From an optimization exercise on the open Yosys and OpenROAD flow, aimed at small area; shortcuts taken in it are not production practice. Only simulation tests tie the RTL to the original design; equivalence was not proved. Power is estimated from default activity; no workload was simulated.

==> flow/design.v (outline; a module is shown in full before it is edited, if it fits) <==
// module LT24Top: 645 lines
module LT24Top (
    input              clock,
    input              globalReset,
    output             resetApp,
    output             LT24_WRn,
    output             LT24_RDn,
    output             LT24_CSn,
    output             LT24_RS,
    output             LT24_RESETn,
    output [     15:0] LT24_D,
    output             LT24_LCD_ON
);
  // ...
==> flow/flow/run.sh <==
#!/bin/bash
# Layout flow: the standard synthesis, then an area-oriented re-mapping of
# its combinational logic (every register kept as the
# standard synthesis made it, same instance names and cell types), then the
# standard layout from floorplan to finish on that netlist.
set -e
set -o pipefail
HERE=$(pwd)
RES=$HERE/orfs/results/$FLOW_PLATFORM/LT24Top/base
LIB=$FLOW_HOME/platforms/$FLOW_PLATFORM/lib/sky130_fd_sc_hd__tt_025C_1v80.lib

YOSYS=""
for c in "${YOSYS_EXE:-}" "$FLOW_HOME/../tools/install/yosys/bin/yosys" "$(command -v yosys || true)"; do
    if [ -n "$c" ] && [ -x "$c" ]; then YOSYS=$c; break; fi
done
[ -n "$YOSYS" ] || { echo "no yosys found"; exit 1; }

# 1. standard synthesis
bash standard.sh synth > "$HERE/1_standard_synth.log" 2>&1
cp "$RES/1_2_yosys.v" "$HERE/1_2_yosys_standard.v"

# 2. re-map the combinational logic for area
cat > "$HERE/reopt.abc" <<'EOS'
strash; &get -n; &deepsyn -T 60; &put; dch -f; amap; topo; dnsize -c
EOS
cat > "$HERE/reopt.ys" <<EOS
read_liberty -ignore_miss_func $LIB
read_verilog $HERE/1_2_yosys_standard.v
blackbox sky130_fd_sc_hd__df* sky130_fd_sc_hd__ed* sky130_fd_sc_hd__sdf* sky130_fd_sc_hd__dl* sky130_fd_sc_hd__conb_*
hierarchy -top $FLOW_TOP
flatten
opt_clean
stat -liberty $LIB
abc -script $HERE/reopt.abc -liberty $LIB -dont_use sky130_fd_sc_hd__probe_p_8 -dont_use sky130_fd_sc_hd__probec_p_8 -dont_use sky130_fd_sc_hd__lpflow_*
opt_clean -purge
hierarchy -top $FLOW_TOP
stat -liberty $LIB
write_verilog -noattr -nohex -nodec $HERE/1_2_yosys_reopt.v
EOS
"$YOSYS" -s "$HERE/reopt.ys" > "$HERE/2_reopt_yosys.log" 2>&1

# registers must be unchanged
grep -E "sky130_fd_sc_hd__(df|edf|sdf|dlx|dlr|dlclkp|sdlclkp)" "$HERE/1_2_yosys_standard.v" | awk '{print $1, $2}' | sort > "$HERE/regs_standard.txt"
grep -E "sky130_fd_sc_hd__(df|edf|sdf|dlx|dlr|dlclkp|sdlclkp)" "$HERE/1_2_yosys_reopt.v" | awk '{print $1, $2}' | sort > "$HERE/regs_reopt.txt"
cmp "$HERE/regs_standard.txt" "$HERE/regs_reopt.txt"

cp "$HERE/1_2_yosys_reopt.v" "$RES/1_2_yosys.v"
rm -f "$RES/1_synth.odb" "$RES/1_synth.sdc"

# 3. standard layout from the re-mapped netlist
bash standard.sh finish > "$HERE/3_standard_finish.log" 2>&1
==> flow/standard.sh <==
#!/bin/bash
# synth_recipe.tcl (not shown) runs the flow's synth.tcl, then flattens the netlist and writes it again
# the make line also repeats each setting of config.mk as NAME=value (left out here)
make -C /OpenROAD-flow-scripts/flow DESIGN_CONFIG=/design/flow/config.mk WORK_HOME=/design/flow/orfs CLKGATE_MAP_FILE= SYNTH_SCRIPT=/design/flow/synth_recipe.tcl "${@:-finish}"
==> flow/config.mk <==
export PLATFORM = sky130hd
export DESIGN_NAME = LT24Top
export DESIGN_NICKNAME = LT24Top
export VERILOG_FILES = /design/flow/design.v
export SDC_FILE = /design/flow/constraint.sdc
export NUM_CORES = 4
export LEC_CHECK = 0
export CAP_MARGIN = 20
export CORE_MARGIN = 2
export CORE_UTILIZATION = 40
export CTS_BUF_LIST = sky130_fd_sc_hd__clkbuf_8
export CTS_CLUSTER_DIAMETER = 60
export CTS_CLUSTER_SIZE = 16
export PLACE_DENSITY = 0.6
export SLEW_MARGIN = 20
==> flow/constraint.sdc <==
create_clock -name core_clock -period 20.0 [get_ports {clock}]
set_input_delay 4.0000 -clock core_clock [delete_from_list [all_inputs] [get_ports {clock}]]
set_output_delay 4.0000 -clock core_clock [all_outputs]
set_load 0.01 [all_outputs]
==> metrics.cfg, run 1 <==
[outcome]
run_status = timing/DRC/antenna clean

[power_and_ir_drop]
comb_power_share_pct = 0.2
clock_power_share_pct = 38.3
internal_power_uw = 568

[drt]
drt-total-wl_microns = 33400
drcViolationCount = 0
drt_first_iter_violations = 1061
length_of_routed_met2_wiring_microns = 14300
route.detailed.wl_per_inst_microns = 18.9

[worst_setup_path]
timing.critical_path.from = q[2]
worst_path_largest_cell_delay_ns = 0.69
critical_path.endpoint_type = output pin
critical_path.max_fanout = 17
critical_path.reg2reg.endpoint = colourCode[1]
critical_path_depth = 13
crit_slowest_cell = sky130_fd_sc_hd__dfstp_2

[finish]
multi_input_comb_cells = 951
finalNetCount = 1416
largest_register = ring
nonClockBufferCount = 30
fillCellCount = 2674
multi_input_area_share_pct = 41.8

[global_routing]
grt.met2_usage_pct = 35.5
grt_pass1_vias = 9673
met1_global_route_usage_pct = 34.7
grt_usage_pct = 23.8
groute.layer.met3.usage_pct = 4.09

[logic_synthesis]
synth_area_sq_um = 10600
postSynthCellCount = 1358

[placement]
dp_slack_ns = 12.03

[timing]
clock.fmax_mhz = 115
period_utilisation_layout_pct = 43.6
final.min_clock_period_ns = 8.73
relSlewSlack_pct = 29.4

[flow_run]
drv.max_cap_violation_count = 0

[min_path]
holdPathStages = 0

[clock_tree]
cts.clk_slew.worst_paths_ns = 0.10

==> run 2: changes to the inputs <==
--- a/flow/design.v
+++ b/flow/design.v
@@ -144,20 +144,17 @@
 reg [7:0] xAddr;
 reg [8:0] yAddr;
-reg [4:0] xTrack;    
-reg [4:0] yTrack;    
+reg       firstFrame;  
 wire [3:0] qp = q[3:0];    
 wire pixStep = run & (qp == 4'd12);
 always @(posedge clock or posedge resetApp)
     if (resetApp) begin
-        xAddr <= 8'd0; yAddr <= 9'd0; xTrack <= 5'd0; yTrack <= 5'd0;
+        xAddr <= 8'd0; yAddr <= 9'd0; firstFrame <= 1'b1;
     end else if (pixStep) begin
         if (xAddr != 8'd239) begin
             xAddr  <= xAddr + 8'd1;
-            xTrack <= ((xTrack[4]&(xTrack[3]|(xTrack[2]|xTrack[1])))) ? 5'd0 : xTrack + 5'd1;
         end else begin
             xAddr  <= 8'd0;
-            xTrack <= 5'd0;
             yAddr  <= (yAddr == 9'd319) ? 9'd0 : yAddr + 9'd1;
-            yTrack <= (((yTrack[4]&(yTrack[3]|(yTrack[2]|yTrack[1])))) || (yAddr == 9'd0)) ? 5'd0 : yTrack + 5'd1;
+            if (yAddr == 9'd319) firstFrame <= 1'b0;
         end
     end
@@ -217,10 +214,14 @@
     end
 wire [3:0] carId = {carZ, carL};
-reg  [131:0] ring;
-wire [10:0]  head = ring[131:121];
+reg  [119:0] ring;
+wire [9:0]   head = ring[119:110];
 wire [8:0]   hM   = head[8:0];
-wire [1:0]   hSeg = head[10:9];
-reg  [10:0]  headNext;
-always @(posedge clock) ring <= {ring[120:0], headNext};
+wire         hS3  = head[9];
+wire         spec = ~hS3 & (hM[7:4] == 4'hF) & (hM[8] == carZ[0]);
+wire         held = spec & hM[3];
+wire         hop  = spec & ~hM[3];
+wire [1:0]   hSeg = hS3 ? 2'd3 : hop ? (hM[0] ? 2'd2 : 2'd1) : 2'd0;
+reg  [9:0]   headNext;
+always @(posedge clock) ring <= {ring[109:0], headNext};
 wire inWin  = ~(q[3] & q[2]);                   
 wire updWin = run & (q[10:4] == 7'd13);
@@ -271,6 +272,4 @@
 always @(*) begin
     case ({carId, hSeg})
-        6'd4: tL = 9'd122;
-        6'd5: tL = 9'd113;
         6'd6: tL = 9'd189;
         6'd7: tL = 9'd233;
@@ -278,6 +277,4 @@
         6'd12: tL = 9'd113;
         6'd15: tL = 9'd233;
-        6'd20: tL = 9'd113;
-        6'd21: tL = 9'd122;
         6'd22: tL = 9'd149;
         6'd23: tL = 9'd6;
@@ -285,6 +282,4 @@
         6'd28: tL = 9'd73;
         6'd31: tL = 9'd6;
-        6'd36: tL = 9'd116;
-        6'd37: tL = 9'd125;
         6'd38: tL = 9'd129;
         6'd39: tL = 9'd6;
@@ -292,6 +287,4 @@
         6'd44: tL = 9'd205;
         6'd47: tL = 9'd6;
-        6'd52: tL = 9'd125;
-        6'd53: tL = 9'd116;
         6'd54: tL = 9'd89;
         6'd55: tL = 9'd313;
@@ -302,4 +295,18 @@
     endcase
 end
+reg [8:0] tHX;
+always @(*) begin
+    case ({carId, hSeg})
+        6'd5: tHX = 9'd122;
+        6'd6: tHX = 9'd113;
+        6'd21: tHX = 9'd113;
+        6'd22: tHX = 9'd122;
+        6'd37: tHX = 9'd116;
+        6'd38: tHX = 9'd125;
+        6'd53: tHX = 9'd125;
+        6'd54: tHX = 9'd116;
+        default: tHX = 9'bx;
+    endcase
+end
 reg [1:0] tNS;
 always @(*) begin
@@ -465,5 +472,4 @@
     endcase
 end
-wire held    = (hSeg == 2'd0) & (&hM[7:3]) & (hM[8] == carZ[0]);
 wire atStop  = (hSeg == 2'd0) & (hM == tStop);
 wire segEnd  = hSeg[0] ^ hSeg[1] | (hM == tE);
@@ -471,13 +477,13 @@
 always @(*) begin
     headNext = head;
-    if (resetApp) headNext = {2'd0, tStart};
+    if (resetApp) headNext = {1'b0, tStart};
     else if (upd & par) begin
-        if (held)                 headNext = (&hM[2:0]) ? {2'd0, tStop} : {2'd0, hM[8:3], hM[2:0] + 3'd1};
-        else if (atStop & ~bCar)  headNext = {2'd0, carZ[0], 8'd249};
-        else if (segEnd)          headNext = {tNS, tL};
-        else                      headNext = {hSeg, hStep};
+        if (held)                 headNext = (&hM[2:0]) ? {1'b0, tStop} : {1'b0, hM[8:3], hM[2:0] + 3'd1};
+        else if (atStop & ~bCar)  headNext = {1'b0, carZ[0], 8'd249};
+        else if (segEnd)          headNext = (tNS == 2'd3) ? {1'b1, tL} : (tNS == 2'd0) ? {1'b0, tL} : {1'b0, carZ[0], 7'b1111000, tNS[1]};
+        else                      headNext = {hS3, hStep};
     end
 end
-wire [8:0] drawM = held ? tStop : hM;
+wire [8:0] drawM = held ? tStop : hop ? tHX : hM;
 wire [8:0] pixM = tAx ? yAddr : {1'b0, xAddr};
 wire [8:0] pixF = tAx ? {1'b0, xAddr} : yAddr;
@@ -489,23 +495,572 @@
 wire [3:0] carSel = takeCar ? carId : bestCar;
 always @(posedge clock)
-    if (qp == 4'd0)  bestCar <= carHit ? carId : 4'd0;
-    else if (inWin)  bestCar <= carSel;
-reg [3:0] c10x, c10y;     
-always @(posedge clock or posedge resetApp)
-    if (resetApp) begin
-        c10x <= 4'd6; c10y <= 4'd6;
-    end else if (pixStep) begin
-        c10x <= (c10x == 4'd9) ? 4'd0 : c10x + 4'd1;
-        if (xAddr == 8'd239) c10y <= (c10y == 4'd9) ? 4'd0 : c10y + 4'd1;
-    end
+    bestCar <= (qp == 4'd0) ? (carHit ? carId : 4'd0) : carSel;
 reg [2:0] ax, ay;            
 always @(*) begin
-    case (c10x)
-        4'd5: ax = 3'd0; 4'd4, 4'd6: ax = 3'd1; 4'd3, 4'd7: ax = 3'd2;
-        4'd2, 4'd8: ax = 3'd3; 4'd1, 4'd9: ax = 3'd4; default: ax = 3'd5;
-    endcase
-    case (c10y)
-        4'd5: ay = 3'd0; 4'd4, 4'd6: ay = 3'd1; 4'd3, 4'd7: ay = 3'd2;
-        4'd2, 4'd8: ay = 3'd3; 4'd1, 4'd9: ay = 3'd4; default: ay = 3'd5;
+    case (xAddr)
+        8'd0: ax = 3'd1;
+        8'd1: ax = 3'd2;
+        8'd2: ax = 3'd3;
+        8'd3: ax = 3'd4;
+        8'd4: ax = 3'd5;
+        8'd5: ax = 3'd4;
+        8'd6: ax = 3'd3;
+        8'd7: ax = 3'd2;
+        8'd8: ax = 3'd1;
+        8'd9: ax = 3'd0;
+        8'd10: ax = 3'd1;
+        8'd11: ax = 3'd2;
+        8'd12: ax = 3'd3;
+        8'd13: ax = 3'd4;
+        8'd14: ax = 3'd5;
+        8'd15: ax = 3'd4;
+        8'd16: ax = 3'd3;
+        8'd17: ax = 3'd2;
+        8'd18: ax = 3'd1;
+        8'd19: ax = 3'd0;
+        8'd20: ax = 3'd1;
+        8'd21: ax = 3'd2;
+        8'd22: ax = 3'd3;
+        8'd23: ax = 3'd4;
+        8'd24: ax = 3'd5;
+        8'd25: ax = 3'd4;
+        8'd26: ax = 3'd3;
+        8'd27: ax = 3'd2;
+        8'd28: ax = 3'd1;
+        8'd29: ax = 3'd0;
+        8'd30: ax = 3'd1;
+        8'd31: ax = 3'd2;
+        8'd32: ax = 3'd3;
+        8'd33: ax = 3'd4;
+        8'd34: ax = 3'd5;
+        8'd35: ax = 3'd4;
+        8'd36: ax = 3'd3;
+        8'd37: ax = 3'd2;
+        8'd38: ax = 3'd1;
+        8'd39: ax = 3'd0;
+        8'd40: ax = 3'd1;
+        8'd41: ax = 3'd2;
+        8'd42: ax = 3'd3;
+        8'd43: ax = 3'd4;
+        8'd44: ax = 3'd5;
+        8'd45: ax = 3'd4;
+        8'd46: ax = 3'd3;
+        8'd47: ax = 3'd2;
+        8'd48: ax = 3'd1;
+        8'd49: ax = 3'd0;
+        8'd50: ax = 3'd1;
+        8'd51: ax = 3'd2;
+        8'd52: ax = 3'd3;
+        8'd53: ax = 3'd4;
+        8'd54: ax = 3'd5;
+        8'd55: ax = 3'd4;
+        8'd56: ax = 3'd3;
+        8'd57: ax = 3'd2;
+        8'd58: ax = 3'd1;
+        8'd59: ax = 3'd0;
+        8'd60: ax = 3'd1;
+        8'd61: ax = 3'd2;
+        8'd62: ax = 3'd3;
+        8'd63: ax = 3'd4;
+        8'd64: ax = 3'd5;
+        8'd65: ax = 3'd4;
+        8'd66: ax = 3'd3;
+        8'd67: ax = 3'd2;
+        8'd68: ax = 3'd1;
+        8'd69: ax = 3'd0;
+        8'd70: ax = 3'd1;
+        8'd71: ax = 3'd2;
+        8'd72: ax = 3'd3;
+        8'd73: ax = 3'd4;
+        8'd74: ax = 3'd5;
+        8'd75: ax = 3'd4;
+        8'd76: ax = 3'd3;
+        8'd77: ax = 3'd2;
+        8'd78: ax = 3'd1;
+        8'd79: ax = 3'd0;
+        8'd80: ax = 3'd1;
+        8'd81: ax = 3'd2;
+        8'd82: ax = 3'd3;
+        8'd83: ax = 3'd4;
+        8'd84: ax = 3'd5;
+        8'd85: ax = 3'd4;
+        8'd86: ax = 3'd3;
+        8'd87: ax = 3'd2;
+        8'd88: ax = 3'd1;
+        8'd89: ax = 3'd0;
+        8'd90: ax = 3'd1;
+        8'd91: ax = 3'd2;
+        8'd92: ax = 3'd3;
+        8'd93: ax = 3'd4;
+        8'd94: ax = 3'd5;
+        8'd95: ax = 3'd4;
+        8'd96: ax = 3'd3;
+        8'd97: ax = 3'd2;
+        8'd98: ax = 3'd1;
+        8'd99: ax = 3'd0;
+        8'd100: ax = 3'd1;
+        8'd101: ax = 3'd2;
+        8'd102: ax = 3'd3;
+        8'd103: ax = 3'd4;
+        8'd104: ax = 3'd5;
+        8'd105: ax = 3'd4;
+        8'd106: ax = 3'd3;
+        8'd107: ax = 3'd2;
+        8'd108: ax = 3'd1;
+        8'd109: ax = 3'd0;
+        8'd110: ax = 3'd1;
+        8'd111: ax = 3'd2;
+        8'd112: ax = 3'd3;
+        8'd113: ax = 3'd4;
+        8'd114: ax = 3'd5;
+        8'd115: ax = 3'd4;
+        8'd116: ax = 3'd3;
+        8'd117: ax = 3'd2;
+        8'd118: ax = 3'd1;
+        8'd119: ax = 3'd0;
+        8'd120: ax = 3'd1;
+        8'd121: ax = 3'd2;
+        8'd122: ax = 3'd3;
+        8'd123: ax = 3'd4;
+        8'd124: ax = 3'd5;
+        8'd125: ax = 3'd4;
+        8'd126: ax = 3'd3;
+        8'd127: ax = 3'd2;
+        8'd128: ax = 3'd1;
+        8'd129: ax = 3'd0;
+        8'd130: ax = 3'd1;
+        8'd131: ax = 3'd2;
+        8'd132: ax = 3'd3;
+        8'd133: ax = 3'd4;
+        8'd134: ax = 3'd5;
+        8'd135: ax = 3'd4;
+        8'd136: ax = 3'd3;
+        8'd137: ax = 3'd2;
+        8'd138: ax = 3'd1;
+        8'd139: ax = 3'd0;
+        8'd140: ax = 3'd1;
+        8'd141: ax = 3'd2;
+        8'd142: ax = 3'd3;
+        8'd143: ax = 3'd4;
+        8'd144: ax = 3'd5;
+        8'd145: ax = 3'd4;
+        8'd146: ax = 3'd3;
+        8'd147: ax = 3'd2;
+        8'd148: ax = 3'd1;
+        8'd149: ax = 3'd0;
+        8'd150: ax = 3'd1;
+        8'd151: ax = 3'd2;
+        8'd152: ax = 3'd3;
+        8'd153: ax = 3'd4;
+        8'd154: ax = 3'd5;
+        8'd155: ax = 3'd4;
+        8'd156: ax = 3'd3;
+        8'd157: ax = 3'd2;
+        8'd158: ax = 3'd1;
+        8'd159: ax = 3'd0;
+        8'd160: ax = 3'd1;
+        8'd161: ax = 3'd2;
+        8'd162: ax = 3'd3;
+        8'd163: ax = 3'd4;
+        8'd164: ax = 3'd5;
+        8'd165: ax = 3'd4;
+        8'd166: ax = 3'd3;
+        8'd167: ax = 3'd2;
+        8'd168: ax = 3'd1;
+        8'd169: ax = 3'd0;
+        8'd170: ax = 3'd1;
+        8'd171: ax = 3'd2;
+        8'd172: ax = 3'd3;
+        8'd173: ax = 3'd4;
+        8'd174: ax = 3'd5;
+        8'd175: ax = 3'd4;
+        8'd176: ax = 3'd3;
+        8'd177: ax = 3'd2;
+        8'd178: ax = 3'd1;
+        8'd179: ax = 3'd0;
+        8'd180: ax = 3'd1;
+        8'd181: ax = 3'd2;
+        8'd182: ax = 3'd3;
+        8'd183: ax = 3'd4;
+        8'd184: ax = 3'd5;
+        8'd185: ax = 3'd4;
+        8'd186: ax = 3'd3;
+        8'd187: ax = 3'd2;
+        8'd188: ax = 3'd1;
+        8'd189: ax = 3'd0;
+        8'd190: ax = 3'd1;
+        8'd191: ax = 3'd2;
+        8'd192: ax = 3'd3;
+        8'd193: ax = 3'd4;
+        8'd194: ax = 3'd5;
+        8'd195: ax = 3'd4;
+        8'd196: ax = 3'd3;
+        8'd197: ax = 3'd2;
+        8'd198: ax = 3'd1;
+        8'd199: ax = 3'd0;
+        8'd200: ax = 3'd1;
+        8'd201: ax = 3'd2;
+        8'd202: ax = 3'd3;
+        8'd203: ax = 3'd4;
+        8'd204: ax = 3'd5;
+        8'd205: ax = 3'd4;
+        8'd206: ax = 3'd3;
+        8'd207: ax = 3'd2;
+        8'd208: ax = 3'd1;
+        8'd209: ax = 3'd0;
+        8'd210: ax = 3'd1;
+        8'd211: ax = 3'd2;
+        8'd212: ax = 3'd3;
+        8'd213: ax = 3'd4;
+        8'd214: ax = 3'd5;
+        8'd215: ax = 3'd4;
+        8'd216: ax = 3'd3;
+        8'd217: ax = 3'd2;
+        8'd218: ax = 3'd1;
+        8'd219: ax = 3'd0;
+        8'd220: ax = 3'd1;
+        8'd221: ax = 3'd2;
+        8'd222: ax = 3'd3;
+        8'd223: ax = 3'd4;
+        8'd224: ax = 3'd5;
+        8'd225: ax = 3'd4;
+        8'd226: ax = 3'd3;
+        8'd227: ax = 3'd2;
+        8'd228: ax = 3'd1;
+        8'd229: ax = 3'd0;
+        8'd230: ax = 3'd1;
+        8'd231: ax = 3'd2;
+        8'd232: ax = 3'd3;
+        8'd233: ax = 3'd4;
+        8'd234: ax = 3'd5;
+        8'd235: ax = 3'd4;
+        8'd236: ax = 3'd3;
+        8'd237: ax = 3'd2;
+        8'd238: ax = 3'd1;
+        8'd239: ax = 3'd0;
+        default: ax = 3'bx;
+    endcase
+    case (yAddr)
+        9'd0: ay = 3'd1;
+        9'd1: ay = 3'd2;
+        9'd2: ay = 3'd3;
+        9'd3: ay = 3'd4;
+        9'd4: ay = 3'd5;
+        9'd5: ay = 3'd4;
+        9'd6: ay = 3'd3;
+        9'd7: ay = 3'd2;
+        9'd8: ay = 3'd1;
+        9'd9: ay = 3'd0;
+        9'd10: ay = 3'd1;
+        9'd11: ay = 3'd2;
+        9'd12: ay = 3'd3;
+        9'd13: ay = 3'd4;
+        9'd14: ay = 3'd5;
+        9'd15: ay = 3'd4;
+        9'd16: ay = 3'd3;
+        9'd17: ay = 3'd2;
+        9'd18: ay = 3'd1;
+        9'd19: ay = 3'd0;
+        9'd20: ay = 3'd1;
+        9'd21: ay = 3'd2;
+        9'd22: ay = 3'd3;
+        9'd23: ay = 3'd4;
+        9'd24: ay = 3'd5;
+        9'd25: ay = 3'd4;
+        9'd26: ay = 3'd3;
+        9'd27: ay = 3'd2;
+        9'd28: ay = 3'd1;
+        9'd29: ay = 3'd0;
+        9'd30: ay = 3'd1;
+        9'd31: ay = 3'd2;
+        9'd32: ay = 3'd3;
+        9'd33: ay = 3'd4;
+        9'd34: ay = 3'd5;
+        9'd35: ay = 3'd4;
+        9'd36: ay = 3'd3;
+        9'd37: ay = 3'd2;
+        9'd38: ay = 3'd1;
+        9'd39: ay = 3'd0;
+        9'd40: ay = 3'd1;
+        9'd41: ay = 3'd2;
+        9'd42: ay = 3'd3;
+        9'd43: ay = 3'd4;
+        9'd44: ay = 3'd5;
+        9'd45: ay = 3'd4;
+        9'd46: ay = 3'd3;
+        9'd47: ay = 3'd2;
+        9'd48: ay = 3'd1;
+        9'd49: ay = 3'd0;
+        9'd50: ay = 3'd1;
+        9'd51: ay = 3'd2;
+        9'd52: ay = 3'd3;
+        9'd53: ay = 3'd4;
+        9'd54: ay = 3'd5;
+        9'd55: ay = 3'd4;
+        9'd56: ay = 3'd3;
+        9'd57: ay = 3'd2;
+        9'd58: ay = 3'd1;
+        9'd59: ay = 3'd0;
+        9'd60: ay = 3'd1;
+        9'd61: ay = 3'd2;
+        9'd62: ay = 3'd3;
+        9'd63: ay = 3'd4;
+        9'd64: ay = 3'd5;
+        9'd65: ay = 3'd4;
+        9'd66: ay = 3'd3;
+        9'd67: ay = 3'd2;
+        9'd68: ay = 3'd1;
+        9'd69: ay = 3'd0;
+        9'd70: ay = 3'd1;
+        9'd71: ay = 3'd2;
+        9'd72: ay = 3'd3;
+        9'd73: ay = 3'd4;
+        9'd74: ay = 3'd5;
+        9'd75: ay = 3'd4;
+        9'd76: ay = 3'd3;
+        9'd77: ay = 3'd2;
+        9'd78: ay = 3'd1;
+        9'd79: ay = 3'd0;
+        9'd80: ay = 3'd1;
+        9'd81: ay = 3'd2;
+        9'd82: ay = 3'd3;
+        9'd83: ay = 3'd4;
+        9'd84: ay = 3'd5;
+        9'd85: ay = 3'd4;
+        9'd86: ay = 3'd3;
+        9'd87: ay = 3'd2;
+        9'd88: ay = 3'd1;
+        9'd89: ay = 3'd0;
+        9'd90: ay = 3'd1;
+        9'd91: ay = 3'd2;
+        9'd92: ay = 3'd3;
+        9'd93: ay = 3'd4;
+        9'd94: ay = 3'd5;
+        9'd95: ay = 3'd4;
+        9'd96: ay = 3'd3;
+        9'd97: ay = 3'd2;
+        9'd98: ay = 3'd1;
+        9'd99: ay = 3'd0;
+        9'd100: ay = 3'd1;
+        9'd101: ay = 3'd2;
+        9'd102: ay = 3'd3;
+        9'd103: ay = 3'd4;
+        9'd104: ay = 3'd5;
+        9'd105: ay = 3'd4;
+        9'd106: ay = 3'd3;
+        9'd107: ay = 3'd2;
+        9'd108: ay = 3'd1;
+        9'd109: ay = 3'd0;
+        9'd110: ay = 3'd1;
+        9'd111: ay = 3'd2;
+        9'd112: ay = 3'd3;
+        9'd113: ay = 3'd4;
+        9'd114: ay = 3'd5;
+        9'd115: ay = 3'd4;
+        9'd116: ay = 3'd3;
+        9'd117: ay = 3'd2;
+        9'd118: ay = 3'd1;
+        9'd119: ay = 3'd0;
+        9'd120: ay = 3'd1;
+        9'd121: ay = 3'd2;
+        9'd122: ay = 3'd3;
+        9'd123: ay = 3'd4;
+        9'd124: ay = 3'd5;
+        9'd125: ay = 3'd4;
+        9'd126: ay = 3'd3;
+        9'd127: ay = 3'd2;
+        9'd128: ay = 3'd1;
+        9'd129: ay = 3'd0;
+        9'd130: ay = 3'd1;
+        9'd131: ay = 3'd2;
+        9'd132: ay = 3'd3;
+        9'd133: ay = 3'd4;
+        9'd134: ay = 3'd5;
+        9'd135: ay = 3'd4;
+        9'd136: ay = 3'd3;
+        9'd137: ay = 3'd2;
+        9'd138: ay = 3'd1;
+        9'd139: ay = 3'd0;
+        9'd140: ay = 3'd1;
+        9'd141: ay = 3'd2;
+        9'd142: ay = 3'd3;
+        9'd143: ay = 3'd4;
+        9'd144: ay = 3'd5;
+        9'd145: ay = 3'd4;
+        9'd146: ay = 3'd3;
+        9'd147: ay = 3'd2;
+        9'd148: ay = 3'd1;
+        9'd149: ay = 3'd0;
+        9'd150: ay = 3'd1;
+        9'd151: ay = 3'd2;
+        9'd152: ay = 3'd3;
+        9'd153: ay = 3'd4;
+        9'd154: ay = 3'd5;
+        9'd155: ay = 3'd4;
+        9'd156: ay = 3'd3;
+        9'd157: ay = 3'd2;
+        9'd158: ay = 3'd1;
+        9'd159: ay = 3'd0;
+        9'd160: ay = 3'd1;
+        9'd161: ay = 3'd2;
+        9'd162: ay = 3'd3;
+        9'd163: ay = 3'd4;
+        9'd164: ay = 3'd5;
+        9'd165: ay = 3'd4;
+        9'd166: ay = 3'd3;
+        9'd167: ay = 3'd2;
+        9'd168: ay = 3'd1;
+        9'd169: ay = 3'd0;
+        9'd170: ay = 3'd1;
+        9'd171: ay = 3'd2;
+        9'd172: ay = 3'd3;
+        9'd173: ay = 3'd4;
+        9'd174: ay = 3'd5;
+        9'd175: ay = 3'd4;
+        9'd176: ay = 3'd3;
+        9'd177: ay = 3'd2;
+        9'd178: ay = 3'd1;
+        9'd179: ay = 3'd0;
+        9'd180: ay = 3'd1;
+        9'd181: ay = 3'd2;
+        9'd182: ay = 3'd3;
+        9'd183: ay = 3'd4;
+        9'd184: ay = 3'd5;
+        9'd185: ay = 3'd4;
+        9'd186: ay = 3'd3;
+        9'd187: ay = 3'd2;
+        9'd188: ay = 3'd1;
+        9'd189: ay = 3'd0;
+        9'd190: ay = 3'd1;
+        9'd191: ay = 3'd2;
+        9'd192: ay = 3'd3;
+        9'd193: ay = 3'd4;
+        9'd194: ay = 3'd5;
+        9'd195: ay = 3'd4;
+        9'd196: ay = 3'd3;
+        9'd197: ay = 3'd2;
+        9'd198: ay = 3'd1;
+        9'd199: ay = 3'd0;
+        9'd200: ay = 3'd1;
+        9'd201: ay = 3'd2;
+        9'd202: ay = 3'd3;
+        9'd203: ay = 3'd4;
+        9'd204: ay = 3'd5;
+        9'd205: ay = 3'd4;
+        9'd206: ay = 3'd3;
+        9'd207: ay = 3'd2;
+        9'd208: ay = 3'd1;
+        9'd209: ay = 3'd0;
+        9'd210: ay = 3'd1;
+        9'd211: ay = 3'd2;
+        9'd212: ay = 3'd3;
+        9'd213: ay = 3'd4;
+        9'd214: ay = 3'd5;
+        9'd215: ay = 3'd4;
+        9'd216: ay = 3'd3;
+        9'd217: ay = 3'd2;
+        9'd218: ay = 3'd1;
+        9'd219: ay = 3'd0;
+        9'd220: ay = 3'd1;
+        9'd221: ay = 3'd2;
+        9'd222: ay = 3'd3;
+        9'd223: ay = 3'd4;
+        9'd224: ay = 3'd5;
+        9'd225: ay = 3'd4;
+        9'd226: ay = 3'd3;
+        9'd227: ay = 3'd2;
+        9'd228: ay = 3'd1;
+        9'd229: ay = 3'd0;
+        9'd230: ay = 3'd1;
+        9'd231: ay = 3'd2;
+        9'd232: ay = 3'd3;
+        9'd233: ay = 3'd4;
+        9'd234: ay = 3'd5;
+        9'd235: ay = 3'd4;
+        9'd236: ay = 3'd3;
+        9'd237: ay = 3'd2;
+        9'd238: ay = 3'd1;
+        9'd239: ay = 3'd0;
+        9'd240: ay = 3'd1;
+        9'd241: ay = 3'd2;
+        9'd242: ay = 3'd3;
+        9'd243: ay = 3'd4;
+        9'd244: ay = 3'd5;
+        9'd245: ay = 3'd4;
+        9'd246: ay = 3'd3;
+        9'd247: ay = 3'd2;
+        9'd248: ay = 3'd1;
+        9'd249: ay = 3'd0;
+        9'd250: ay = 3'd1;
+        9'd251: ay = 3'd2;
+        9'd252: ay = 3'd3;
+        9'd253: ay = 3'd4;
+        9'd254: ay = 3'd5;
+        9'd255: ay = 3'd4;
+        9'd256: ay = 3'd3;
+        9'd257: ay = 3'd2;
+        9'd258: ay = 3'd1;
+        9'd259: ay = 3'd0;
+        9'd260: ay = 3'd1;
+        9'd261: ay = 3'd2;
+        9'd262: ay = 3'd3;
+        9'd263: ay = 3'd4;
+        9'd264: ay = 3'd5;
+        9'd265: ay = 3'd4;
+        9'd266: ay = 3'd3;
+        9'd267: ay = 3'd2;
+        9'd268: ay = 3'd1;
+        9'd269: ay = 3'd0;
+        9'd270: ay = 3'd1;
+        9'd271: ay = 3'd2;
+        9'd272: ay = 3'd3;
+        9'd273: ay = 3'd4;
+        9'd274: ay = 3'd5;
+        9'd275: ay = 3'd4;
+        9'd276: ay = 3'd3;
+        9'd277: ay = 3'd2;
+        9'd278: ay = 3'd1;
+        9'd279: ay = 3'd0;
+        9'd280: ay = 3'd1;
+        9'd281: ay = 3'd2;
+        9'd282: ay = 3'd3;
+        9'd283: ay = 3'd4;
+        9'd284: ay = 3'd5;
+        9'd285: ay = 3'd4;
+        9'd286: ay = 3'd3;
+        9'd287: ay = 3'd2;
+        9'd288: ay = 3'd1;
+        9'd289: ay = 3'd0;
+        9'd290: ay = 3'd1;
+        9'd291: ay = 3'd2;
+        9'd292: ay = 3'd3;
+        9'd293: ay = 3'd4;
+        9'd294: ay = 3'd5;
+        9'd295: ay = 3'd4;
+        9'd296: ay = 3'd3;
+        9'd297: ay = 3'd2;
+        9'd298: ay = 3'd1;
+        9'd299: ay = 3'd0;
+        9'd300: ay = 3'd1;
+        9'd301: ay = 3'd2;
+        9'd302: ay = 3'd3;
+        9'd303: ay = 3'd4;
+        9'd304: ay = 3'd5;
+        9'd305: ay = 3'd4;
+        9'd306: ay = 3'd3;
+        9'd307: ay = 3'd2;
+        9'd308: ay = 3'd1;
+        9'd309: ay = 3'd0;
+        9'd310: ay = 3'd1;
+        9'd311: ay = 3'd2;
+        9'd312: ay = 3'd3;
+        9'd313: ay = 3'd4;
+        9'd314: ay = 3'd5;
+        9'd315: ay = 3'd4;
+        9'd316: ay = 3'd3;
+        9'd317: ay = 3'd2;
+        9'd318: ay = 3'd1;
+        9'd319: ay = 3'd0;
+        default: ay = 3'bx;
     endcase
 end
@@ -571,6 +1126,573 @@
 wire [3:0] circCode = circGo ? (circGreen ? 4'd9 : 4'd8) : 4'd7;
 wire grass = (~(xAddr[7]|(xAddr[6]|(xAddr[5]&(xAddr[4]&(xAddr[3]&xAddr[2]))))) | (xAddr[7]&(xAddr[6]|(xAddr[5]&(xAddr[4]&(xAddr[3]|(xAddr[2]|(xAddr[1]&xAddr[0])))))))) & (~(yAddr[8]|(yAddr[7]|(yAddr[6]&(yAddr[5]&(yAddr[4]|(yAddr[3]|yAddr[2])))))) | (yAddr[8]|(yAddr[7]&(yAddr[6]&(yAddr[5]|(yAddr[4]&(yAddr[3]&(yAddr[2]|(yAddr[1]&yAddr[0])))))))));
-wire xDash = ~(xTrack[4]|(xTrack[3]&(xTrack[2]|xTrack[1])));
-wire yDash = ~(yTrack[4]|(yTrack[3]&(yTrack[2]|yTrack[1])));
+reg xDash, yDashRow;      
+always @(*) begin
+    case (xAddr)
+        8'd0: xDash = 1'b1;
+        8'd1: xDash = 1'b1;
+        8'd2: xDash = 1'b1;
+        8'd3: xDash = 1'b1;
+        8'd4: xDash = 1'b1;
+        8'd5: xDash = 1'b1;
+        8'd6: xDash = 1'b1;
+        8'd7: xDash = 1'b1;
+        8'd8: xDash = 1'b1;
+        8'd9: xDash = 1'b1;
+        8'd10: xDash = 1'b0;
+        8'd11: xDash = 1'b0;
+        8'd12: xDash = 1'b0;
+        8'd13: xDash = 1'b0;
+        8'd14: xDash = 1'b0;
+        8'd15: xDash = 1'b0;
+        8'd16: xDash = 1'b0;
+        8'd17: xDash = 1'b0;
+        8'd18: xDash = 1'b0;
+        8'd19: xDash = 1'b1;
+        8'd20: xDash = 1'b1;
+        8'd21: xDash = 1'b1;
+        8'd22: xDash = 1'b1;
+        8'd23: xDash = 1'b1;
+        8'd24: xDash = 1'b1;
+        8'd25: xDash = 1'b1;
+        8'd26: xDash = 1'b1;
+        8'd27: xDash = 1'b1;
+        8'd28: xDash = 1'b1;
+        8'd29: xDash = 1'b0;
+        8'd30: xDash = 1'b0;
+        8'd31: xDash = 1'b0;
+        8'd32: xDash = 1'b0;
+        8'd33: xDash = 1'b0;
+        8'd34: xDash = 1'b0;
+        8'd35: xDash = 1'b0;
+        8'd36: xDash = 1'b0;
+        8'd37: xDash = 1'b0;
+        8'd38: xDash = 1'b1;
+        8'd39: xDash = 1'b1;
+        8'd40: xDash = 1'b1;
+        8'd41: xDash = 1'b1;
+        8'd42: xDash = 1'b1;
+        8'd43: xDash = 1'b1;
+        8'd44: xDash = 1'b1;
+        8'd45: xDash = 1'b1;
+        8'd46: xDash = 1'b1;
+        8'd47: xDash = 1'b1;
+        8'd48: xDash = 1'b0;
+        8'd49: xDash = 1'b0;
+        8'd50: xDash = 1'b0;
+        8'd51: xDash = 1'b0;
+        8'd52: xDash = 1'b0;
+        8'd53: xDash = 1'b0;
+        8'd54: xDash = 1'b0;
+        8'd55: xDash = 1'b0;
+        8'd56: xDash = 1'b0;
+        8'd57: xDash = 1'b1;
+        8'd58: xDash = 1'b1;
+        8'd59: xDash = 1'b1;
+        8'd60: xDash = 1'b1;
+        8'd61: xDash = 1'b1;
+        8'd62: xDash = 1'b1;
+        8'd63: xDash = 1'b1;
+        8'd64: xDash = 1'b1;
+        8'd65: xDash = 1'b1;
+        8'd66: xDash = 1'b1;
+        8'd67: xDash = 1'b0;
+        8'd68: xDash = 1'b0;
+        8'd69: xDash = 1'b0;
+        8'd70: xDash = 1'b0;
+        8'd71: xDash = 1'b0;
+        8'd72: xDash = 1'b0;
+        8'd73: xDash = 1'b0;
+        8'd74: xDash = 1'b0;
+        8'd75: xDash = 1'b0;
+        8'd76: xDash = 1'b1;
+        8'd77: xDash = 1'b1;
+        8'd78: xDash = 1'b1;
+        8'd79: xDash = 1'b1;
+        8'd80: xDash = 1'b1;
+        8'd81: xDash = 1'b1;
+        8'd82: xDash = 1'b1;
+        8'd83: xDash = 1'b1;
+        8'd84: xDash = 1'b1;
+        8'd85: xDash = 1'b1;
+        8'd86: xDash = 1'b0;
+        8'd87: xDash = 1'b0;
+        8'd88: xDash = 1'b0;
+        8'd89: xDash = 1'b0;
+        8'd90: xDash = 1'b0;
+        8'd91: xDash = 1'b0;
+        8'd92: xDash = 1'b0;
+        8'd93: xDash = 1'b0;
+        8'd94: xDash = 1'b0;
+        8'd95: xDash = 1'b1;
+        8'd96: xDash = 1'b1;
+        8'd97: xDash = 1'b1;
+        8'd98: xDash = 1'b1;
+        8'd99: xDash = 1'b1;
+        8'd100: xDash = 1'b1;
+        8'd101: xDash = 1'b1;
+        8'd102: xDash = 1'b1;
+        8'd103: xDash = 1'b1;
+        8'd104: xDash = 1'b1;
+        8'd105: xDash = 1'b0;
+        8'd106: xDash = 1'b0;
+        8'd107: xDash = 1'b0;
+        8'd108: xDash = 1'b0;
+        8'd109: xDash = 1'b0;
+        8'd110: xDash = 1'b0;
+        8'd111: xDash = 1'b0;
+        8'd112: xDash = 1'b0;
+        8'd113: xDash = 1'b0;
+        8'd114: xDash = 1'b1;
+        8'd115: xDash = 1'b1;
+        8'd116: xDash = 1'b1;
+        8'd117: xDash = 1'b1;
+        8'd118: xDash = 1'b1;
+        8'd119: xDash = 1'b1;
+        8'd120: xDash = 1'b1;
+        8'd121: xDash = 1'b1;
+        8'd122: xDash = 1'b1;
+        8'd123: xDash = 1'b1;
+        8'd124: xDash = 1'b0;
+        8'd125: xDash = 1'b0;
+        8'd126: xDash = 1'b0;
+        8'd127: xDash = 1'b0;
+        8'd128: xDash = 1'b0;
+        8'd129: xDash = 1'b0;
+        8'd130: xDash = 1'b0;
+        8'd131: xDash = 1'b0;
+        8'd132: xDash = 1'b0;
+        8'd133: xDash = 1'b1;
+        8'd134: xDash = 1'b1;
+        8'd135: xDash = 1'b1;
+        8'd136: xDash = 1'b1;
+        8'd137: xDash = 1'b1;
+        8'd138: xDash = 1'b1;
+        8'd139: xDash = 1'b1;
+        8'd140: xDash = 1'b1;
+        8'd141: xDash = 1'b1;
+        8'd142: xDash = 1'b1;
+        8'd143: xDash = 1'b0;
+        8'd144: xDash = 1'b0;
+        8'd145: xDash = 1'b0;
+        8'd146: xDash = 1'b0;
+        8'd147: xDash = 1'b0;
+        8'd148: xDash = 1'b0;
+        8'd149: xDash = 1'b0;
+        8'd150: xDash = 1'b0;
+        8'd151: xDash = 1'b0;
+        8'd152: xDash = 1'b1;
+        8'd153: xDash = 1'b1;
+        8'd154: xDash = 1'b1;
+        8'd155: xDash = 1'b1;
+        8'd156: xDash = 1'b1;
+        8'd157: xDash = 1'b1;
+        8'd158: xDash = 1'b1;
+        8'd159: xDash = 1'b1;
+        8'd160: xDash = 1'b1;
+        8'd161: xDash = 1'b1;
+        8'd162: xDash = 1'b0;
+        8'd163: xDash = 1'b0;
+        8'd164: xDash = 1'b0;
+        8'd165: xDash = 1'b0;
+        8'd166: xDash = 1'b0;
+        8'd167: xDash = 1'b0;
+        8'd168: xDash = 1'b0;
+        8'd169: xDash = 1'b0;
+        8'd170: xDash = 1'b0;
+        8'd171: xDash = 1'b1;
+        8'd172: xDash = 1'b1;
+        8'd173: xDash = 1'b1;
+        8'd174: xDash = 1'b1;
+        8'd175: xDash = 1'b1;
+        8'd176: xDash = 1'b1;
+        8'd177: xDash = 1'b1;
+        8'd178: xDash = 1'b1;
+        8'd179: xDash = 1'b1;
+        8'd180: xDash = 1'b1;
+        8'd181: xDash = 1'b0;
+        8'd182: xDash = 1'b0;
+        8'd183: xDash = 1'b0;
+        8'd184: xDash = 1'b0;
+        8'd185: xDash = 1'b0;
+        8'd186: xDash = 1'b0;
+        8'd187: xDash = 1'b0;
+        8'd188: xDash = 1'b0;
+        8'd189: xDash = 1'b0;
+        8'd190: xDash = 1'b1;
+        8'd191: xDash = 1'b1;
+        8'd192: xDash = 1'b1;
+        8'd193: xDash = 1'b1;
+        8'd194: xDash = 1'b1;
+        8'd195: xDash = 1'b1;
+        8'd196: xDash = 1'b1;
+        8'd197: xDash = 1'b1;
+        8'd198: xDash = 1'b1;
+        8'd199: xDash = 1'b1;
+        8'd200: xDash = 1'b0;
+        8'd201: xDash = 1'b0;
+        8'd202: xDash = 1'b0;
+        8'd203: xDash = 1'b0;
+        8'd204: xDash = 1'b0;
+        8'd205: xDash = 1'b0;
+        8'd206: xDash = 1'b0;
+        8'd207: xDash = 1'b0;
+        8'd208: xDash = 1'b0;
+        8'd209: xDash = 1'b1;
+        8'd210: xDash = 1'b1;
+        8'd211: xDash = 1'b1;
+        8'd212: xDash = 1'b1;
+        8'd213: xDash = 1'b1;
+        8'd214: xDash = 1'b1;
+        8'd215: xDash = 1'b1;
+        8'd216: xDash = 1'b1;
+        8'd217: xDash = 1'b1;
+        8'd218: xDash = 1'b1;
+        8'd219: xDash = 1'b0;
+        8'd220: xDash = 1'b0;
+        8'd221: xDash = 1'b0;
+        8'd222: xDash = 1'b0;
+        8'd223: xDash = 1'b0;
+        8'd224: xDash = 1'b0;
+        8'd225: xDash = 1'b0;
+        8'd226: xDash = 1'b0;
+        8'd227: xDash = 1'b0;
+        8'd228: xDash = 1'b1;
+        8'd229: xDash = 1'b1;
+        8'd230: xDash = 1'b1;
+        8'd231: xDash = 1'b1;
+        8'd232: xDash = 1'b1;
+        8'd233: xDash = 1'b1;
+        8'd234: xDash = 1'b1;
+        8'd235: xDash = 1'b1;
+        8'd236: xDash = 1'b1;
+        8'd237: xDash = 1'b1;
+        8'd238: xDash = 1'b0;
+        8'd239: xDash = 1'b0;
+        default: xDash = 1'bx;
+    endcase
+    case (yAddr)
+        9'd1: yDashRow = 1'b1;
+        9'd2: yDashRow = 1'b1;
+        9'd3: yDashRow = 1'b1;
+        9'd4: yDashRow = 1'b1;
+        9'd5: yDashRow = 1'b1;
+        9'd6: yDashRow = 1'b1;
+        9'd7: yDashRow = 1'b1;
+        9'd8: yDashRow = 1'b1;
+        9'd9: yDashRow = 1'b1;
+        9'd10: yDashRow = 1'b1;
+        9'd11: yDashRow = 1'b0;
+        9'd12: yDashRow = 1'b0;
+        9'd13: yDashRow = 1'b0;
+        9'd14: yDashRow = 1'b0;
+        9'd15: yDashRow = 1'b0;
+        9'd16: yDashRow = 1'b0;
+        9'd17: yDashRow = 1'b0;
+        9'd18: yDashRow = 1'b0;
+        9'd19: yDashRow = 1'b0;
+        9'd20: yDashRow = 1'b1;
+        9'd21: yDashRow = 1'b1;
+        9'd22: yDashRow = 1'b1;
+        9'd23: yDashRow = 1'b1;
+        9'd24: yDashRow = 1'b1;
+        9'd25: yDashRow = 1'b1;
+        9'd26: yDashRow = 1'b1;
+        9'd27: yDashRow = 1'b1;
+        9'd28: yDashRow = 1'b1;
+        9'd29: yDashRow = 1'b1;
+        9'd30: yDashRow = 1'b0;
+        9'd31: yDashRow = 1'b0;
+        9'd32: yDashRow = 1'b0;
+        9'd33: yDashRow = 1'b0;
+        9'd34: yDashRow = 1'b0;
+        9'd35: yDashRow = 1'b0;
+        9'd36: yDashRow = 1'b0;
+        9'd37: yDashRow = 1'b0;
+        9'd38: yDashRow = 1'b0;
+        9'd39: yDashRow = 1'b1;
+        9'd40: yDashRow = 1'b1;
+        9'd41: yDashRow = 1'b1;
+        9'd42: yDashRow = 1'b1;
+        9'd43: yDashRow = 1'b1;
+        9'd44: yDashRow = 1'b1;
+        9'd45: yDashRow = 1'b1;
+        9'd46: yDashRow = 1'b1;
+        9'd47: yDashRow = 1'b1;
+        9'd48: yDashRow = 1'b1;
+        9'd49: yDashRow = 1'b0;
+        9'd50: yDashRow = 1'b0;
+        9'd51: yDashRow = 1'b0;
+        9'd52: yDashRow = 1'b0;
+        9'd53: yDashRow = 1'b0;
+        9'd54: yDashRow = 1'b0;
+        9'd55: yDashRow = 1'b0;
+        9'd56: yDashRow = 1'b0;
+        9'd57: yDashRow = 1'b0;
+        9'd58: yDashRow = 1'b1;
+        9'd59: yDashRow = 1'b1;
+        9'd60: yDashRow = 1'b1;
+        9'd61: yDashRow = 1'b1;
+        9'd62: yDashRow = 1'b1;
+        9'd63: yDashRow = 1'b1;
+        9'd64: yDashRow = 1'b1;
+        9'd65: yDashRow = 1'b1;
+        9'd66: yDashRow = 1'b1;
+        9'd67: yDashRow = 1'b1;
+        9'd68: yDashRow = 1'b0;
+        9'd69: yDashRow = 1'b0;
+        9'd70: yDashRow = 1'b0;
+        9'd71: yDashRow = 1'b0;
+        9'd72: yDashRow = 1'b0;
+        9'd73: yDashRow = 1'b0;
+        9'd74: yDashRow = 1'b0;
+        9'd75: yDashRow = 1'b0;
+        9'd76: yDashRow = 1'b0;
+        9'd77: yDashRow = 1'b1;
+        9'd78: yDashRow = 1'b1;
+        9'd79: yDashRow = 1'b1;
+        9'd80: yDashRow = 1'b1;
+        9'd81: yDashRow = 1'b1;
+        9'd82: yDashRow = 1'b1;
+        9'd83: yDashRow = 1'b1;
+        9'd84: yDashRow = 1'b1;
+        9'd85: yDashRow = 1'b1;
+        9'd86: yDashRow = 1'b1;
+        9'd87: yDashRow = 1'b0;
+        9'd88: yDashRow = 1'b0;
+        9'd89: yDashRow = 1'b0;
+        9'd90: yDashRow = 1'b0;
+        9'd91: yDashRow = 1'b0;
+        9'd92: yDashRow = 1'b0;
+        9'd93: yDashRow = 1'b0;
+        9'd94: yDashRow = 1'b0;
+        9'd95: yDashRow = 1'b0;
+        9'd96: yDashRow = 1'b1;
+        9'd97: yDashRow = 1'b1;
+        9'd98: yDashRow = 1'b1;
+        9'd99: yDashRow = 1'b1;
+        9'd100: yDashRow = 1'b1;
+        9'd101: yDashRow = 1'b1;
+        9'd102: yDashRow = 1'b1;
+        9'd103: yDashRow = 1'b1;
+        9'd104: yDashRow = 1'b1;
+        9'd105: yDashRow = 1'b1;
+        9'd106: yDashRow = 1'b0;
+        9'd107: yDashRow = 1'b0;
+        9'd108: yDashRow = 1'b0;
+        9'd109: yDashRow = 1'b0;
+        9'd110: yDashRow = 1'b0;
+        9'd111: yDashRow = 1'b0;
+        9'd112: yDashRow = 1'b0;
+        9'd113: yDashRow = 1'b0;
+        9'd114: yDashRow = 1'b0;
+        9'd115: yDashRow = 1'b1;
+        9'd116: yDashRow = 1'b1;
+        9'd117: yDashRow = 1'b1;
+        9'd118: yDashRow = 1'b1;
+        9'd119: yDashRow = 1'b1;
+        9'd120: yDashRow = 1'b1;
+        9'd121: yDashRow = 1'b1;
+        9'd122: yDashRow = 1'b1;
+        9'd123: yDashRow = 1'b1;
+        9'd124: yDashRow = 1'b1;
+        9'd125: yDashRow = 1'b0;
+        9'd126: yDashRow = 1'b0;
+        9'd127: yDashRow = 1'b0;
+        9'd128: yDashRow = 1'b0;
+        9'd129: yDashRow = 1'b0;
+        9'd130: yDashRow = 1'b0;
+        9'd131: yDashRow = 1'b0;
+        9'd132: yDashRow = 1'b0;
+        9'd133: yDashRow = 1'b0;
+        9'd134: yDashRow = 1'b1;
+        9'd135: yDashRow = 1'b1;
+        9'd136: yDashRow = 1'b1;
+        9'd137: yDashRow = 1'b1;
+        9'd138: yDashRow = 1'b1;
+        9'd139: yDashRow = 1'b1;
+        9'd140: yDashRow = 1'b1;
+        9'd141: yDashRow = 1'b1;
+        9'd142: yDashRow = 1'b1;
+        9'd143: yDashRow = 1'b1;
+        9'd144: yDashRow = 1'b0;
+        9'd145: yDashRow = 1'b0;
+        9'd146: yDashRow = 1'b0;
+        9'd147: yDashRow = 1'b0;
+        9'd148: yDashRow = 1'b0;
+        9'd149: yDashRow = 1'b0;
+        9'd150: yDashRow = 1'b0;
+        9'd151: yDashRow = 1'b0;
+        9'd152: yDashRow = 1'b0;
+        9'd153: yDashRow = 1'b1;
+        9'd154: yDashRow = 1'b1;
+        9'd155: yDashRow = 1'b1;
+        9'd156: yDashRow = 1'b1;
+        9'd157: yDashRow = 1'b1;
+        9'd158: yDashRow = 1'b1;
+        9'd159: yDashRow = 1'b1;
+        9'd160: yDashRow = 1'b1;
+        9'd161: yDashRow = 1'b1;
+        9'd162: yDashRow = 1'b1;
+        9'd163: yDashRow = 1'b0;
+        9'd164: yDashRow = 1'b0;
+        9'd165: yDashRow = 1'b0;
+        9'd166: yDashRow = 1'b0;
+        9'd167: yDashRow = 1'b0;
+        9'd168: yDashRow = 1'b0;
+        9'd169: yDashRow = 1'b0;
+        9'd170: yDashRow = 1'b0;
+        9'd171: yDashRow = 1'b0;
+        9'd172: yDashRow = 1'b1;
+        9'd173: yDashRow = 1'b1;
+        9'd174: yDashRow = 1'b1;
+        9'd175: yDashRow = 1'b1;
+        9'd176: yDashRow = 1'b1;
+        9'd177: yDashRow = 1'b1;
+        9'd178: yDashRow = 1'b1;
+        9'd179: yDashRow = 1'b1;
+        9'd180: yDashRow = 1'b1;
+        9'd181: yDashRow = 1'b1;
+        9'd182: yDashRow = 1'b0;
+        9'd183: yDashRow = 1'b0;
+        9'd184: yDashRow = 1'b0;
+        9'd185: yDashRow = 1'b0;
+        9'd186: yDashRow = 1'b0;
+        9'd187: yDashRow = 1'b0;
+        9'd188: yDashRow = 1'b0;
+        9'd189: yDashRow = 1'b0;
+        9'd190: yDashRow = 1'b0;
+        9'd191: yDashRow = 1'b1;
+        9'd192: yDashRow = 1'b1;
+        9'd193: yDashRow = 1'b1;
+        9'd194: yDashRow = 1'b1;
+        9'd195: yDashRow = 1'b1;
+        9'd196: yDashRow = 1'b1;
+        9'd197: yDashRow = 1'b1;
+        9'd198: yDashRow = 1'b1;
+        9'd199: yDashRow = 1'b1;
+        9'd200: yDashRow = 1'b1;
+        9'd201: yDashRow = 1'b0;
+        9'd202: yDashRow = 1'b0;
+        9'd203: yDashRow = 1'b0;
+        9'd204: yDashRow = 1'b0;
+        9'd205: yDashRow = 1'b0;
+        9'd206: yDashRow = 1'b0;
+        9'd207: yDashRow = 1'b0;
+        9'd208: yDashRow = 1'b0;
+        9'd209: yDashRow = 1'b0;
+        9'd210: yDashRow = 1'b1;
+        9'd211: yDashRow = 1'b1;
+        9'd212: yDashRow = 1'b1;
+        9'd213: yDashRow = 1'b1;
+        9'd214: yDashRow = 1'b1;
+        9'd215: yDashRow = 1'b1;
+        9'd216: yDashRow = 1'b1;
+        9'd217: yDashRow = 1'b1;
+        9'd218: yDashRow = 1'b1;
+        9'd219: yDashRow = 1'b1;
+        9'd220: yDashRow = 1'b0;
+        9'd221: yDashRow = 1'b0;
+        9'd222: yDashRow = 1'b0;
+        9'd223: yDashRow = 1'b0;
+        9'd224: yDashRow = 1'b0;
+        9'd225: yDashRow = 1'b0;
+        9'd226: yDashRow = 1'b0;
+        9'd227: yDashRow = 1'b0;
+        9'd228: yDashRow = 1'b0;
+        9'd229: yDashRow = 1'b1;
+        9'd230: yDashRow = 1'b1;
+        9'd231: yDashRow = 1'b1;
+        9'd232: yDashRow = 1'b1;
+        9'd233: yDashRow = 1'b1;
+        9'd234: yDashRow = 1'b1;
+        9'd235: yDashRow = 1'b1;
+        9'd236: yDashRow = 1'b1;
+        9'd237: yDashRow = 1'b1;
+        9'd238: yDashRow = 1'b1;
+        9'd239: yDashRow = 1'b0;
+        9'd240: yDashRow = 1'b0;
+        9'd241: yDashRow = 1'b0;
+        9'd242: yDashRow = 1'b0;
+        9'd243: yDashRow = 1'b0;
+        9'd244: yDashRow = 1'b0;
+        9'd245: yDashRow = 1'b0;
+        9'd246: yDashRow = 1'b0;
+        9'd247: yDashRow = 1'b0;
+        9'd248: yDashRow = 1'b1;
+        9'd249: yDashRow = 1'b1;
+        9'd250: yDashRow = 1'b1;
+        9'd251: yDashRow = 1'b1;
+        9'd252: yDashRow = 1'b1;
+        9'd253: yDashRow = 1'b1;
+        9'd254: yDashRow = 1'b1;
+        9'd255: yDashRow = 1'b1;
+        9'd256: yDashRow = 1'b1;
+        9'd257: yDashRow = 1'b1;
+        9'd258: yDashRow = 1'b0;
+        9'd259: yDashRow = 1'b0;
+        9'd260: yDashRow = 1'b0;
+        9'd261: yDashRow = 1'b0;
+        9'd262: yDashRow = 1'b0;
+        9'd263: yDashRow = 1'b0;
+        9'd264: yDashRow = 1'b0;
+        9'd265: yDashRow = 1'b0;
+        9'd266: yDashRow = 1'b0;
+        9'd267: yDashRow = 1'b1;
+        9'd268: yDashRow = 1'b1;
+        9'd269: yDashRow = 1'b1;
+        9'd270: yDashRow = 1'b1;
+        9'd271: yDashRow = 1'b1;
+        9'd272: yDashRow = 1'b1;
+        9'd273: yDashRow = 1'b1;
+        9'd274: yDashRow = 1'b1;
+        9'd275: yDashRow = 1'b1;
+        9'd276: yDashRow = 1'b1;
+        9'd277: yDashRow = 1'b0;
+        9'd278: yDashRow = 1'b0;
+        9'd279: yDashRow = 1'b0;
+        9'd280: yDashRow = 1'b0;
+        9'd281: yDashRow = 1'b0;
+        9'd282: yDashRow = 1'b0;
+        9'd283: yDashRow = 1'b0;
+        9'd284: yDashRow = 1'b0;
+        9'd285: yDashRow = 1'b0;
+        9'd286: yDashRow = 1'b1;
+        9'd287: yDashRow = 1'b1;
+        9'd288: yDashRow = 1'b1;
+        9'd289: yDashRow = 1'b1;
+        9'd290: yDashRow = 1'b1;
+        9'd291: yDashRow = 1'b1;
+        9'd292: yDashRow = 1'b1;
+        9'd293: yDashRow = 1'b1;
+        9'd294: yDashRow = 1'b1;
+        9'd295: yDashRow = 1'b1;
+        9'd296: yDashRow = 1'b0;
+        9'd297: yDashRow = 1'b0;
+        9'd298: yDashRow = 1'b0;
+        9'd299: yDashRow = 1'b0;
+        9'd300: yDashRow = 1'b0;
+        9'd301: yDashRow = 1'b0;
+        9'd302: yDashRow = 1'b0;
+        9'd303: yDashRow = 1'b0;
+        9'd304: yDashRow = 1'b0;
+        9'd305: yDashRow = 1'b1;
+        9'd306: yDashRow = 1'b1;
+        9'd307: yDashRow = 1'b1;
+        9'd308: yDashRow = 1'b1;
+        9'd309: yDashRow = 1'b1;
+        9'd310: yDashRow = 1'b1;
+        9'd311: yDashRow = 1'b1;
+        9'd312: yDashRow = 1'b1;
+        9'd313: yDashRow = 1'b1;
+        9'd314: yDashRow = 1'b1;
+        9'd315: yDashRow = 1'b0;
+        9'd316: yDashRow = 1'b0;
+        9'd317: yDashRow = 1'b0;
+        9'd318: yDashRow = 1'b0;
+        9'd319: yDashRow = 1'b0;
+        default: yDashRow = 1'bx;
+    endcase
+end
+wire yDash = (yAddr == 9'd0) ? firstFrame : yDashRow;
 reg [3:0] code;
 always @(*) begin
@@ -598,5 +1720,5 @@
     endcase
     if (circHit) code = circCode;
-    if ((xAddr == 8'd0) && (yAddr == 9'd0) && (yTrack == 5'd0)) code = 4'd0;
+    if ((xAddr == 8'd0) && (yAddr == 9'd0) && firstFrame) code = 4'd0;
 end
 reg [3:0] colourCode;
==> flow/config.mk (replaced) <==
export PLATFORM = sky130hd
export DESIGN_NAME = LT24Top
export DESIGN_NICKNAME = LT24Top
export VERILOG_FILES = /design/flow/design.v
export SDC_FILE = /design/flow/constraint.sdc
export NUM_CORES = 4
export LEC_CHECK = 0
export CAP_MARGIN = 5
export CORE_MARGIN = 2
export CORE_UTILIZATION = 55
export CTS_BUF_LIST = sky130_fd_sc_hd__clkbuf_8
export CTS_CLUSTER_DIAMETER = 80
export CTS_CLUSTER_SIZE = 16
export PLACE_DENSITY = 0.7
export SLEW_MARGIN = 5
==> run 2 against run 1 <==
  * Clock skew down 0.011 ns
  * Clock power decreased by 9.6%
  * Highest routed layer is now met4
  * Synthesized area down 3.9%
  * Total power shrank 12%
  * Non-clock buffer count shrank 3
==> metrics.cfg, run 2 <==
[outcome]
run_status = timing/DRC/antenna clean

[finish]
insertedDiodeCount = 0
biggestRegsByFlops = ring: 120 flops, lc: 19 flops, q: 13 flops
finalInstanceArea_sq_um = 11100
layout-area-overhead-vs-synth_pct = 9.40
drive_above_1_share_pct = 4.31
largest_register_ffs = 120
most-common-layout-cells = 316 x sky130_fd_sc_hd__nor2_1, 188 x sky130_fd_sc_hd__clkinv_1, 124 x sky130_fd_sc_hd__dfxtp_1, 106 x sky130_fd_sc_hd__nand2_1, 102 x sky130_fd_sc_hd__o21ai_0
fillCellCount = 1633  ; -39%
final_common_cell = sky130_fd_sc_hd__nor2_1
final_core_util_pct = 61.7
finalNetCount = 1427  ; +0.78%
largest_register = ring

[worst_setup_path]
crit_slowest_cell = sky130_fd_sc_hd__dfstp_2
worst_path_largest_cell_delay_ns = 0.73  ; +0.04 ns
path_delay_family = buffers and inverters
reg2reg_depth = 30
timing.critical_path.required_ns = 16.00
worst_path_most_repeated_cell = sky130_fd_sc_hd__nor2_1
cp.buffers_inverters = 4
path_class = reg -> out
cp_startpoint_kind = register
critical_path.max_fanout = 19  ; +2
critical_path_depth = 14  ; +1
crit_path_cell_trace = clkinv_1, nor2_1, clkinv_1, nor2_1, nand2_1, nor2_1, nand2_1, o31ai_1, a21boi_0, o21ai_0, clkinv_1, nor2_1, o22ai_1, clkdlybuf4s50_1
critical_path.endpoint_type = output pin
worstPathArrival_ns = 4.91

[clock_tree]
h-tree-depth = 4
cts_made_buffers = 17
cts-resized-gates = 0
ctsHoldBuffers = 0
root_buffer = sky130_fd_sc_hd__clkbuf_8
clock_tree_from_tritoncts = done
cts_num_sinks = 194
cts.clk_slew.worst_paths_ns = 0.11  ; about the same
post-cts-setup-buffers = 0
max-clock-path-buffers = 2
worst_skew_pair.late_latency_ns = 0.47

[global_routing]
pin_count_of_the_biggest_net_entering_global_routing = 49
grt_usage_pct = 34.8  ; +11 points
wire_length_of_the_first_global_routing_pass_microns = 54500
grt_antenna_before_repair = 0
grt_pass1_vias = 10250  ; +6.0%
grt-ovfl-total = 0

[placement]
hpwlAfterDp_microns = 25500
replace_congestion = 1.07
cell_area_after_placement_sq_um = 10700
io_buffers = 21

[drt]
drcViolationCount = 0  ; unchanged
drt_first_iter_violations = 1684  ; +59%
avgViaCountPerCell = 6.76
drt-total-wl_microns = 34700  ; +4.0%
number_of_detailed_route_iterations_in_the_first_pass = 9
drtAntennaViolNets = 0
vias = 11274
route.detailed.wl_per_inst_microns = 20.8  ; +9.9%

[die]
die_height_microns = 140
io_pins = 25
rows = 49
initial_core_util_pct = 56.4
core_sq_um = 18000
fp.dieArea_sq_um = 19600
chipWidth_microns = 140

[timing]
clock.fmax_mhz = 112  ; -2.0%
finClkSkew_ns = 0.0218
timing.final.max_slew_violations = 0
relSlewSlack_pct = 32.0  ; +2.6 points
final.min_clock_period_ns = 8.91  ; +0.178 ns
timing.final.hold_violations = 0
grt_setup_unrepaired = false
period_utilisation_layout_pct = 44.5  ; +0.89 points
tightestPinTransition_ns = 0.994
finalSetupViolCount = 0
setup_total_negative_slack_ns = 0

[logic_synthesis]
syn-mean-instance-area_sq_um = 7.39
postSynthCellCount = 1377  ; +1.4%
yosysWarningCount = 1
synth_area_sq_um = 10200  ; -3.9%

[power_and_ir_drop]
power.static_leakage_uw = 0.00401
vdd.ir_drop.worst_mv = 0.0700
power_uw = 645
cellPowerDensity_nw_per_um2 = 58.0

[flow_run]
drv.max_cap_violation_count = 0  ; unchanged

[min_path]
hold_path.class = reg -> async

-- run 2: cell type report --
class	count	area [sq um]	area share, %
multi-input cells	997	5200	46.7
flip-flops and latches	194	4280	38.5
inverters	188	706	6.34
well taps	229	287	2.57
repair buffers	27	255	2.29
clock buffers	17	234	2.10
clock inverters	15	165	1.48
-- run 2: metrics by stage --
stage,cells,setup WS [ns],hold slack (ns)
floorplan,1379,12.53,0.239
global route,1667,10.70,0.330
detailed placement,1635,11.79,0.307
finish,1667,11.09,0.311
global placement,1635,11.62,0.305
CTS,1667,11.28,0.324
-- run 2: worst register-to-register path, delay by kind of cell, from the launching register on --
| family | cells | cell delay [ns] |
|---|---|---|
| AOI/OAI and AO/OA | 12 | 3.25 |
| buffers and inverters | 8 | 2.20 |
| and+or+nand+nor | 10 | 2.08 |
| DFF | 1 | 0.74 |
-- run 2: final timing paths --
kind                                   start            end  slack (ns)
worst max-delay path                    q[3]      LT24_D[5]       11.09
worst min register to register  resetSync[3]            run        0.31
max in group asynchronous        globalReset   resetSync[1]       16.11
worst max register to register       carZ[0]  colourCode[0]       11.60
min in group core_clock             ring[47]       ring[57]        0.33
worst min-delay path            resetSync[3]            run        0.31
-- run 2: routing by layer --
layer / routed length [microns] / global-route usage, %
met1: 13600 / 46.2
met2: 14800 / 53.6
met5: 0 / 0
met4: 2050 / 16.7
met3: 4310 / 8.58
-- run 2: power by group --
group	internal, uW	switching (uW)	leakage [uW]	total [uW]
Combinational	0.504	1.33	0.00197	1.84
Sequential	390	0.226	0.00184	390
Clock	94.9	158	0.000201	253

==> static timing again, ports no longer ideal <==
How much do the figures lean on ideal ports? The routed layouts below were timed once more, with nothing changed but the port constraints. Step 1 assumes that a clkbuf_16 drives the clock port and a buf_2 every other input. Step 2 moves the port delays by t, midway between the first and last clock arrival at a register: inputs arrive t later, outputs are due t later. That takes back most of the time a late clock gives input paths. a / b / c = no drivers / after step 1 / after step 2; a / b = the first two.
| run | t (ns) | slack for setup (ns) | worst setup path at the end | worst register clock-pin slew, ns | pins driven straight from the clock port |
|---|---|---|---|---|---|
| run 1 | 0.580 | 11.272 / 11.230 / 11.809 | register to output | 0.10 / 0.10 | 1 |
| run 2 | 0.499 | 11.094 / 11.051 / 11.550 | register to output | 0.12 / 0.12 | 1 |
After both steps every run listed still meets setup and hold.
